Context: an optimization exercise on an open-source flow, tuned for small area and a short achievable clock period. The choices shown serve that exercise and are no tape-out recipe. RTL that was checked went through simulation tests only; none was proved equivalent to the original. Power is estimated from default activity; no workload was simulated.

==> module KF6845_Horizontal_Control, before the edit <==
module KF6845_Horizontal_Control (
    input   logic           clock,
    input   logic           video_clock_enable,
    input   logic           reset,
    input   logic   [7:0]   internal_data_bus,
    input   logic           write_horizontal_total_register,
    input   logic           write_horizontal_displayed_register,
    input   logic           write_horizontal_sync_position_register,
    input   logic           write_horizontal_sync_width_register,
    output  logic           Horizontal,
    output  logic           Horizontal_Half,
    output  logic           Horizontal_End,
    output  logic           H_Display,
    output  logic           HSYNC
);
    logic   [7:0]   horizontal_total;
    logic   [7:0]   horizontal_displayed;
    logic   [7:0]   horizontal_sync_position;
    logic   [3:0]   horizontal_sync_width;
    always_ff @(posedge clock, posedge reset) begin
        if (reset) begin
            horizontal_total            <= 8'h00;
            horizontal_displayed        <= 8'h00;
            horizontal_sync_position    <= 8'h00;
            horizontal_sync_width       <= 4'h0;
        end
        else begin
            if (write_horizontal_total_register)
                horizontal_total            <= internal_data_bus;
            if (write_horizontal_displayed_register)
                horizontal_displayed        <= internal_data_bus;
            if (write_horizontal_sync_position_register)
                horizontal_sync_position    <= internal_data_bus;
            if (write_horizontal_sync_width_register)
                horizontal_sync_width       <= internal_data_bus[3:0];
        end
    end
    logic   [7:0]   counter_plus_one;
    wire    [7:0]   next_horizontal_counter = Horizontal ? 8'h00 : counter_plus_one;
    always_ff @(posedge clock, posedge reset) begin
        if (reset)
            counter_plus_one    <= 8'h00;
        else if (video_clock_enable)
            counter_plus_one    <= next_horizontal_counter + 8'h01;
    end
    wire    wire_Horizontal         = (next_horizontal_counter == horizontal_total);
    wire    wire_Horizontal_Half    = (next_horizontal_counter == {1'b0, horizontal_total[7:1]});
    wire    wire_Horizontal_End     = (next_horizontal_counter == horizontal_displayed);
    wire    wire_Sync_Start         = (next_horizontal_counter == horizontal_sync_position);
    logic   [3:0]   horizontal_sync_width_counter;
    logic           reset_horizontal_sync_width;
    wire    [3:0]   next_horizontal_sync_width_counter =
                        reset_horizontal_sync_width ? 4'h0 :
                        HSYNC ? horizontal_sync_width_counter + 4'h1 : horizontal_sync_width_counter;
    wire    wire_reset_horizontal_sync_width = (next_horizontal_sync_width_counter == horizontal_sync_width);
    always_ff @(posedge clock, posedge reset) begin
        if (reset) begin
            horizontal_sync_width_counter   <= 4'h0;
            reset_horizontal_sync_width     <= 1'b0;
            Horizontal                      <= 1'b0;
            Horizontal_Half                 <= 1'b0;
            Horizontal_End                  <= 1'b0;
            H_Display                       <= 1'b0;
            HSYNC                           <= 1'b0;
        end
        else if (video_clock_enable) begin
            horizontal_sync_width_counter   <= next_horizontal_sync_width_counter;
            reset_horizontal_sync_width     <= wire_reset_horizontal_sync_width;
            Horizontal                      <= wire_Horizontal;
            Horizontal_Half                 <= wire_Horizontal_Half;
            Horizontal_End                  <= wire_Horizontal_End;
            H_Display                       <= ~wire_Horizontal_End & (wire_Horizontal | H_Display);
            HSYNC                           <= ~wire_reset_horizontal_sync_width & (wire_Sync_Start | HSYNC);
        end
    end
endmodule
export LEC_CHECK = 0
export ABC_AREA = 1
export CAP_MARGIN = 20
export CORE_MARGIN = 2
export CORE_UTILIZATION = 60
export SETUP_SLACK_MARGIN = 2.0
export SLEW_MARGIN = 20
create_clock -name core_clock -period 4.0 [get_ports {clock}]
standard.sh (not shown) runs the stock make flow with config.mk's settings and CLKGATE_MAP_FILE= SYNTH_SCRIPT=/design/flow/synth_recipe.tcl, a recipe that flattens the netlist after the stock synthesis.
==> flow/flow/run.sh <==
#!/bin/bash
set -euo pipefail
export BUFFER_PORTS_ARGS="-buffer_cell sky130_fd_sc_hd__buf_2"
export CTS_ARGS="-sink_clustering_enable -repair_clock_nets -sink_clustering_size 16 -sink_clustering_max_diameter 60 -buf_list sky130_fd_sc_hd__clkbuf_8 -dont_use_dummy_load"
bash standard.sh finish > flow_make.log 2>&1
Rerun with:
--- a/flow/design.v
+++ b/flow/design.v
@@ -84,13 +84,13 @@
     logic   [7:0]   counter_plus_one;
     wire    [7:0]   next_horizontal_counter = Horizontal ? 8'h00 : counter_plus_one;
     always_ff @(posedge clock, posedge reset) begin
         if (reset)
             counter_plus_one    <= 8'h00;
         else if (video_clock_enable)
-            counter_plus_one    <= next_horizontal_counter + 8'h01;
+            counter_plus_one    <= Horizontal ? 8'h01 : counter_plus_one + 8'h01;
     end
     wire    wire_Horizontal         = (next_horizontal_counter == horizontal_total);
     wire    wire_Horizontal_Half    = (next_horizontal_counter == {1'b0, horizontal_total[7:1]});
     wire    wire_Horizontal_End     = (next_horizontal_counter == horizontal_displayed);
     wire    wire_Sync_Start         = (next_horizontal_counter == horizontal_sync_position);
     logic   [3:0]   horizontal_sync_width_counter;
Result:
- area after synthesis went down by 1.4%
- utilization went up by 0.71 points
- clock skew went down by 0.043 ns
- global-route usage went down by 0.29 points
- cell count went down by 1.1%
- wire length went down by 1.3%
- non-clock buffer count went down by 6
- cell area went down by 1.5%
- total power went down by 9.8%

Setup of before:
KF6845 again, from the RTL that the note above started with.
==> module KF6845_Bus_Control_Logic, before the edit <==
module KF6845_Bus_Control_Logic (
    input   logic           clock,
    input   logic           reset,
    input   logic           CS_N,
    input   logic           RS,
    input   logic           ENABLE,
    input   logic           R_OR_W,
    input   logic   [7:0]   D_IN,
    output  logic   [7:0]   internal_data_bus,
    output  logic   [15:0]  write_register,
    output  logic           read_next,
    output  logic   [4:0]   address
);
    logic   [7:0]   latch_data;
    always_ff @(posedge clock) begin
        latch_data  <= D_IN;
    end
    assign  internal_data_bus   = latch_data;
    logic           wr_addr_arm;
    logic           wr_reg_arm;
    wire    sel_wr  = ENABLE & ~CS_N & ~R_OR_W;
    assign  read_next   = ENABLE & ~CS_N &  R_OR_W & RS;
    always_ff @(posedge clock, posedge reset) begin
        if (reset) begin
            wr_addr_arm     <= 1'b0;
            wr_reg_arm      <= 1'b0;
        end
        else begin
            wr_addr_arm     <= sel_wr & ~RS;
            wr_reg_arm      <= sel_wr &  RS;
        end
    end
    always_ff @(posedge clock, posedge reset) begin
        if (reset)
            address             <= 5'h00;
        else if (wr_addr_arm & ~ENABLE)
            address             <= latch_data[4:0];
    end
    wire    write_reg   = wr_reg_arm & ~ENABLE;
    genvar i;
    generate
        for (i = 0; i < 16; i = i + 1) begin : g_we
            assign  write_register[i]   = write_reg & (address == i);
        end
    endgenerate
endmodule
==> flow/config.mk <==
export PLATFORM = sky130hd
export DESIGN_NAME = KF6845
export DESIGN_NICKNAME = KF6845
export VERILOG_FILES = /design/flow/design.v
export SDC_FILE = /design/flow/constraint.sdc
export NUM_CORES = 4
export LEC_CHECK = 0
export ABC_AREA = 1
export CAP_MARGIN = 20
export CORE_MARGIN = 2
export CORE_UTILIZATION = 60
export SETUP_SLACK_MARGIN = 2.0
export SLEW_MARGIN = 20
==> flow/constraint.sdc <==
create_clock -name core_clock -period 4.0 [get_ports {clock}]
set_input_delay 0.8000 -clock core_clock [delete_from_list [all_inputs] [get_ports {clock}]]
set_output_delay 0.8000 -clock core_clock [all_outputs]
set_load 0.01 [all_outputs]
==> flow/flow/run.sh <==
#!/bin/bash
set -euo pipefail
export BUFFER_PORTS_ARGS="-buffer_cell sky130_fd_sc_hd__buf_4"
export CTS_ARGS="-sink_clustering_enable -repair_clock_nets -sink_clustering_size 16 -sink_clustering_max_diameter 60 -buf_list sky130_fd_sc_hd__clkbuf_8 -dont_use_dummy_load"
bash standard.sh finish > flow_make.log 2>&1
The inputs of after differ from those of before as listed below.
diff --git a/flow/design.v b/flow/design.v
--- a/flow/design.v
+++ b/flow/design.v
@@ -15,35 +15,51 @@
     always_ff @(posedge clock) begin
         latch_data  <= D_IN;
     end
     assign  internal_data_bus   = latch_data;
     logic           wr_addr_arm;
     logic           wr_reg_arm;
+    logic           wr_vt_arm;
+    logic           wr_adj_arm;
+    logic           wr_msl_arm;
     wire    sel_wr  = ENABLE & ~CS_N & ~R_OR_W;
     assign  read_next   = ENABLE & ~CS_N &  R_OR_W & RS;
     always_ff @(posedge clock, posedge reset) begin
         if (reset) begin
             wr_addr_arm     <= 1'b0;
             wr_reg_arm      <= 1'b0;
+            wr_vt_arm       <= 1'b0;
+            wr_adj_arm      <= 1'b0;
+            wr_msl_arm      <= 1'b0;
         end
         else begin
             wr_addr_arm     <= sel_wr & ~RS;
             wr_reg_arm      <= sel_wr &  RS;
+            wr_vt_arm       <= sel_wr &  RS & (address == 5'h04);
+            wr_adj_arm      <= sel_wr &  RS & (address == 5'h05);
+            wr_msl_arm      <= sel_wr &  RS & (address == 5'h09);
         end
     end
     always_ff @(posedge clock, posedge reset) begin
         if (reset)
             address             <= 5'h00;
         else if (wr_addr_arm & ~ENABLE)
             address             <= latch_data[4:0];
     end
     wire    write_reg   = wr_reg_arm & ~ENABLE;
     genvar i;
     generate
         for (i = 0; i < 16; i = i + 1) begin : g_we
-            assign  write_register[i]   = write_reg & (address == i);
+            if (i == 4)
+                assign  write_register[i]   = wr_vt_arm & ~ENABLE;
+            else if (i == 5)
+                assign  write_register[i]   = wr_adj_arm & ~ENABLE;
+            else if (i == 9)
+                assign  write_register[i]   = wr_msl_arm & ~ENABLE;
+            else
+                assign  write_register[i]   = write_reg & (address == i);
         end
     endgenerate
 endmodule
 module KF6845_Horizontal_Control (
     input   logic           clock,
     input   logic           video_clock_enable,
Findings:
- after completed end to end with timing, DRC and antenna clean.
- Relative to before, the power consumption of after is higher by 3.3%.
- Between before and after, the difference in final-layout worst hold slack is negligible.
- Compared with before, in after clock share of power fell 0.2 points; maximum clock insertion buffer count ~0 delta; synthesized area rose about 0.8%; multi-input gate share of the layout cell area -0.73 points.
- Final instance area was lower in the run labelled before.
- Sequential share of layout area: after vs before, no meaningful difference

Another version of the RTL of KF6845 (not shown whole).
Size: about 1500 cells after synthesis, about 260 flip-flops, ~47 I/O pins, about 13000 µm² of cells after synthesis.
clock: 4.0 ns
lec_check: 0
abc_area: 1
cap_margin: 20
core_margin: 2
core_utilization: 60
cts_buf_list: sky130_fd_sc_hd__clkbuf_8
setup_slack_margin: 2.0
slew_margin: 20
run.sh (not shown) runs the stock make flow with config.mk's settings and CLKGATE_MAP_FILE= SYNTH_SCRIPT=/design/flow/synth_recipe.tcl, a recipe that flattens the netlist after the stock synthesis.
Stock flow here: none of the scripts above is used.
==> next run, changes <==
--- a/flow/design.v
+++ b/flow/design.v
@@ -218,19 +218,19 @@
                 vertical_sync_position_m1   <= internal_data_bus[6:0] - 7'h01;
             if (write_interlace_mode_register)
                 interlace_mode          <= internal_data_bus[1:0];
             if (write_maximum_scan_line_register)
                 maximum_scan_line       <= internal_data_bus[4:0];
         end
     end
     logic   [4:0]   scan_line_counter;
     logic   [6:0]   character_row_counter;
-    logic   [1:0]   interlace;
+    logic           interlace_video;     
     logic           odd_or_even;
     logic           Vadjust;
     logic           ra_base;
     logic   [3:0]   Vsync_counter;
     logic           Vsync_odd;
     logic           Vsync_even;
     logic           scan_line_match;
     logic           adjust_match;
     logic           adjust_match_m1;
@@ -301,46 +301,46 @@
     wire    vsp_inc     = (character_row_counter == vertical_sync_position_m1);
     wire    v_display_hold  = ~vdisp_hold & V_Display;
     wire    v_display_event = V_total_at      ? ~vdisp_zero :
                               Scanline_End_at ? (~vdisp_inc & V_Display) : v_display_hold;
     wire    vsync_start     = Scanline_End_at & (V_total_at ? vsp_zero : vsp_inc);
     always_ff @(posedge clock, posedge reset) begin
         if (reset) begin
             scan_line_counter       <= 5'h00;
             character_row_counter   <= 7'h00;
-            interlace               <= 2'b00;
+            interlace_video         <= 1'b0;
             odd_or_even             <= 1'b1;
             Vadjust                 <= 1'b0;
             V_Display               <= 1'b0;
             ra_base                 <= 1'b0;
             Vsync_counter           <= 4'h0;
             Vsync_odd               <= 1'b0;
             Vsync_even              <= 1'b0;
         end
         else begin
             V_Display               <= video_clock_enable ? v_display_event : v_display_hold;
             if (video_clock_enable) begin
                 if (V_total_at)
                     character_row_counter   <= 7'h00;
                 else if (Scanline_End_at)
                     character_row_counter   <= character_row_counter + 7'h01;
                 if (V_total_at) begin
-                    interlace           <= interlace_mode;
+                    interlace_video     <= &interlace_mode;
                     odd_or_even         <= ~interlace_mode[0] | ~odd_or_even;
                 end
                 if (V_total_at)
                     Vadjust             <= 1'b0;
                 else if (Scanline_End_at & row_match)
                     Vadjust             <= 1'b1;
                 if (Horizontal) begin
                     if (v_total_match | scan_line_match) begin
                         scan_line_counter   <= 5'h00;
-                        ra_base             <= (&interlace) & odd_or_even;
+                        ra_base             <= interlace_video & odd_or_even;
                     end
                     else begin
                         scan_line_counter   <= scan_line_counter + 5'h01;
                     end
                     if (vsync_start) begin
                         Vsync_odd           <= 1'b1;
                         Vsync_counter       <= 4'h0;
                     end
                     else begin
@@ -349,19 +349,19 @@
                         Vsync_counter       <= Vsync_counter + 4'h1;
                     end
                 end
                 if (Horizontal_Half)
                     Vsync_even          <= Vsync_odd;
             end
         end
     end
     assign  VSYNC   = odd_or_even ? Vsync_odd : Vsync_even;
-    assign  RA      = (&interlace) ? {scan_line_counter[3:0], ra_base}
+    assign  RA      = interlace_video ? {scan_line_counter[3:0], ra_base}
                                    : scan_line_counter + {4'h0, ra_base};
 endmodule
 module KF6845_Linear_Address_Generator (
     input   logic           clock,
     input   logic           video_clock_enable,
     input   logic           reset,
     input   logic   [7:0]   internal_data_bus,
     input   logic           write_start_address_h_register,
     input   logic           write_start_address_l_register,
=> The new run went through all stages and came out clean. Via count goes down by 0.83%. Total power goes up by 13%. Design area is about the same. Clock power goes up by about 7%. Combinational power goes up by 20%. Cell count goes down by 1.3%. Sequential cell count goes down by 1. Routed wire length goes down by 1.2%. Count of clock-buffer cells in the layout goes up by 5. Synthesized area goes up by 0.68%.

Another version of the RTL of KF6845 (not shown whole).
Size in the first run: roughly 1300 cells after synthesis, about 260 flip-flops.
make LEC_CHECK=0 CAP_MARGIN=20 CORE_MARGIN=2 CORE_UTILIZATION=60 SETUP_SLACK_MARGIN=2.2 SLEW_MARGIN=20 finish   # period 4.0 ns
Edit:
--- a/flow/design.v
+++ b/flow/design.v
@@ -135,43 +135,46 @@
     input   logic           Horizontal_Half,
     output  logic           V_total_at,
     output  logic           Scanline_End_at,
     output  logic           V_Display,
     output  logic   [4:0]   RA,
     output  logic           VSYNC
 );
     function automatic logic inc_eq7(input logic [6:0] a, input logic [6:0] b);
-        logic [6:0] carry;
+        logic [6:0] diff;
+        logic [6:0] ones_below;
         integer i;
         begin
-            carry[0] = 1'b1;
-            for (i = 1; i < 7; i = i + 1)
-                carry[i] = carry[i-1] & a[i-1];
-            inc_eq7 = ((a ^ carry) == b);
+            diff = a ^ b;
+            for (i = 0; i < 7; i = i + 1)
+                ones_below[i] = ~|(~a & ((7'd1 << i) - 7'd1));
+            inc_eq7 = (diff == ones_below);
         end
     endfunction
     function automatic logic inc_eq5(input logic [4:0] a, input logic [4:0] b);
-        logic [4:0] carry;
+        logic [4:0] diff;
+        logic [4:0] ones_below;
         integer i;
         begin
-            carry[0] = 1'b1;
-            for (i = 1; i < 5; i = i + 1)
-                carry[i] = carry[i-1] & a[i-1];
-            inc_eq5 = ((a ^ carry) == b);
+            diff = a ^ b;
+            for (i = 0; i < 5; i = i + 1)
+                ones_below[i] = ~|(~a & ((5'd1 << i) - 5'd1));
+            inc_eq5 = (diff == ones_below);
         end
     endfunction
     function automatic logic inc_eq4(input logic [3:0] a, input logic [3:0] b);
-        logic [3:0] carry;
+        logic [3:0] diff;
+        logic [3:0] ones_below;
         integer i;
         begin
-            carry[0] = 1'b1;
-            for (i = 1; i < 4; i = i + 1)
-                carry[i] = carry[i-1] & a[i-1];
-            inc_eq4 = ((a ^ carry) == b);
+            diff = a ^ b;
+            for (i = 0; i < 4; i = i + 1)
+                ones_below[i] = ~|(~a & ((4'd1 << i) - 4'd1));
+            inc_eq4 = (diff == ones_below);
         end
     endfunction
     function automatic logic inc2_eq5(input logic [4:0] a, input logic [4:0] b);
         inc2_eq5 = (a[0] == b[0]) & inc_eq4(a[4:1], b[4:1]);
     endfunction
     logic   [6:0]   vertical_total;
     logic   [4:0]   vertical_total_adjust;
     logic   [6:0]   vertical_displayed;
Combinational power climbs by 59%.
Worst setup slack improved by 0.17 ns.
Register-to-register slack improved by 0.19 ns.
Power climbs by 16%.
Clock-buffer cell count drops by 4.
Core utilization climbs by 1.7 points.
Synthesized area drops by 1.9%.
No functional check of the RTL was part of any run of this note.

-- static timing again, ports no longer ideal --
The results above use ideal ports. As a check the final layouts listed here were re-extracted and re-timed, cells and wires unchanged. Step 1 assumes that a clkbuf_16 drives the clock port and a buf_2 every other input. Step 2 times the ports against the registers' clock, not the clock port: input delays grow and output delays shrink by t, the midpoint of the rising clock arrivals with the driver on. Three values: ideal ports, drivers, drivers and shift; two values: the first two.
run	shift t [ns]	setup WS [ns]	worst setup path after step 2	slew at the worst register clock pin (ns)	worst data-port slew with drivers (ns)
the first run of note 1	0.599	2.063 / 2.019 / 1.559	input to register	0.10 / 0.10	0.03
the second run of note 1	0.592	2.040 / 2.040 / 1.504	input to register	0.11 / 0.11	0.03
before	0.584	2.059 / 2.015 / 1.576	input to register	0.11 / 0.11	0.03
after	0.585	1.997 / 2.019 / 1.435	input to register	0.10 / 0.10	0.04
the first run of note 3	0.585	2.025 / 1.980 / 1.565	input to register	0.06 / 0.06	0.04
the second run of note 3	0.575	2.015 / 1.986 / 1.461	input to register	0.07 / 0.07	0.03
the first run of note 4	0.603	1.503 / 1.503 / 1.340	input to register	0.07 / 0.07	0.03
the second run of note 4	0.590	1.677 / 1.687 / 1.112	input to register	0.07 / 0.07	0.03
After both steps every run listed still meets setup and hold. For the second run of note 4, which loses most, drivers alone change the setup slack by +0.010 ns; drivers and shift together by -0.565 ns.
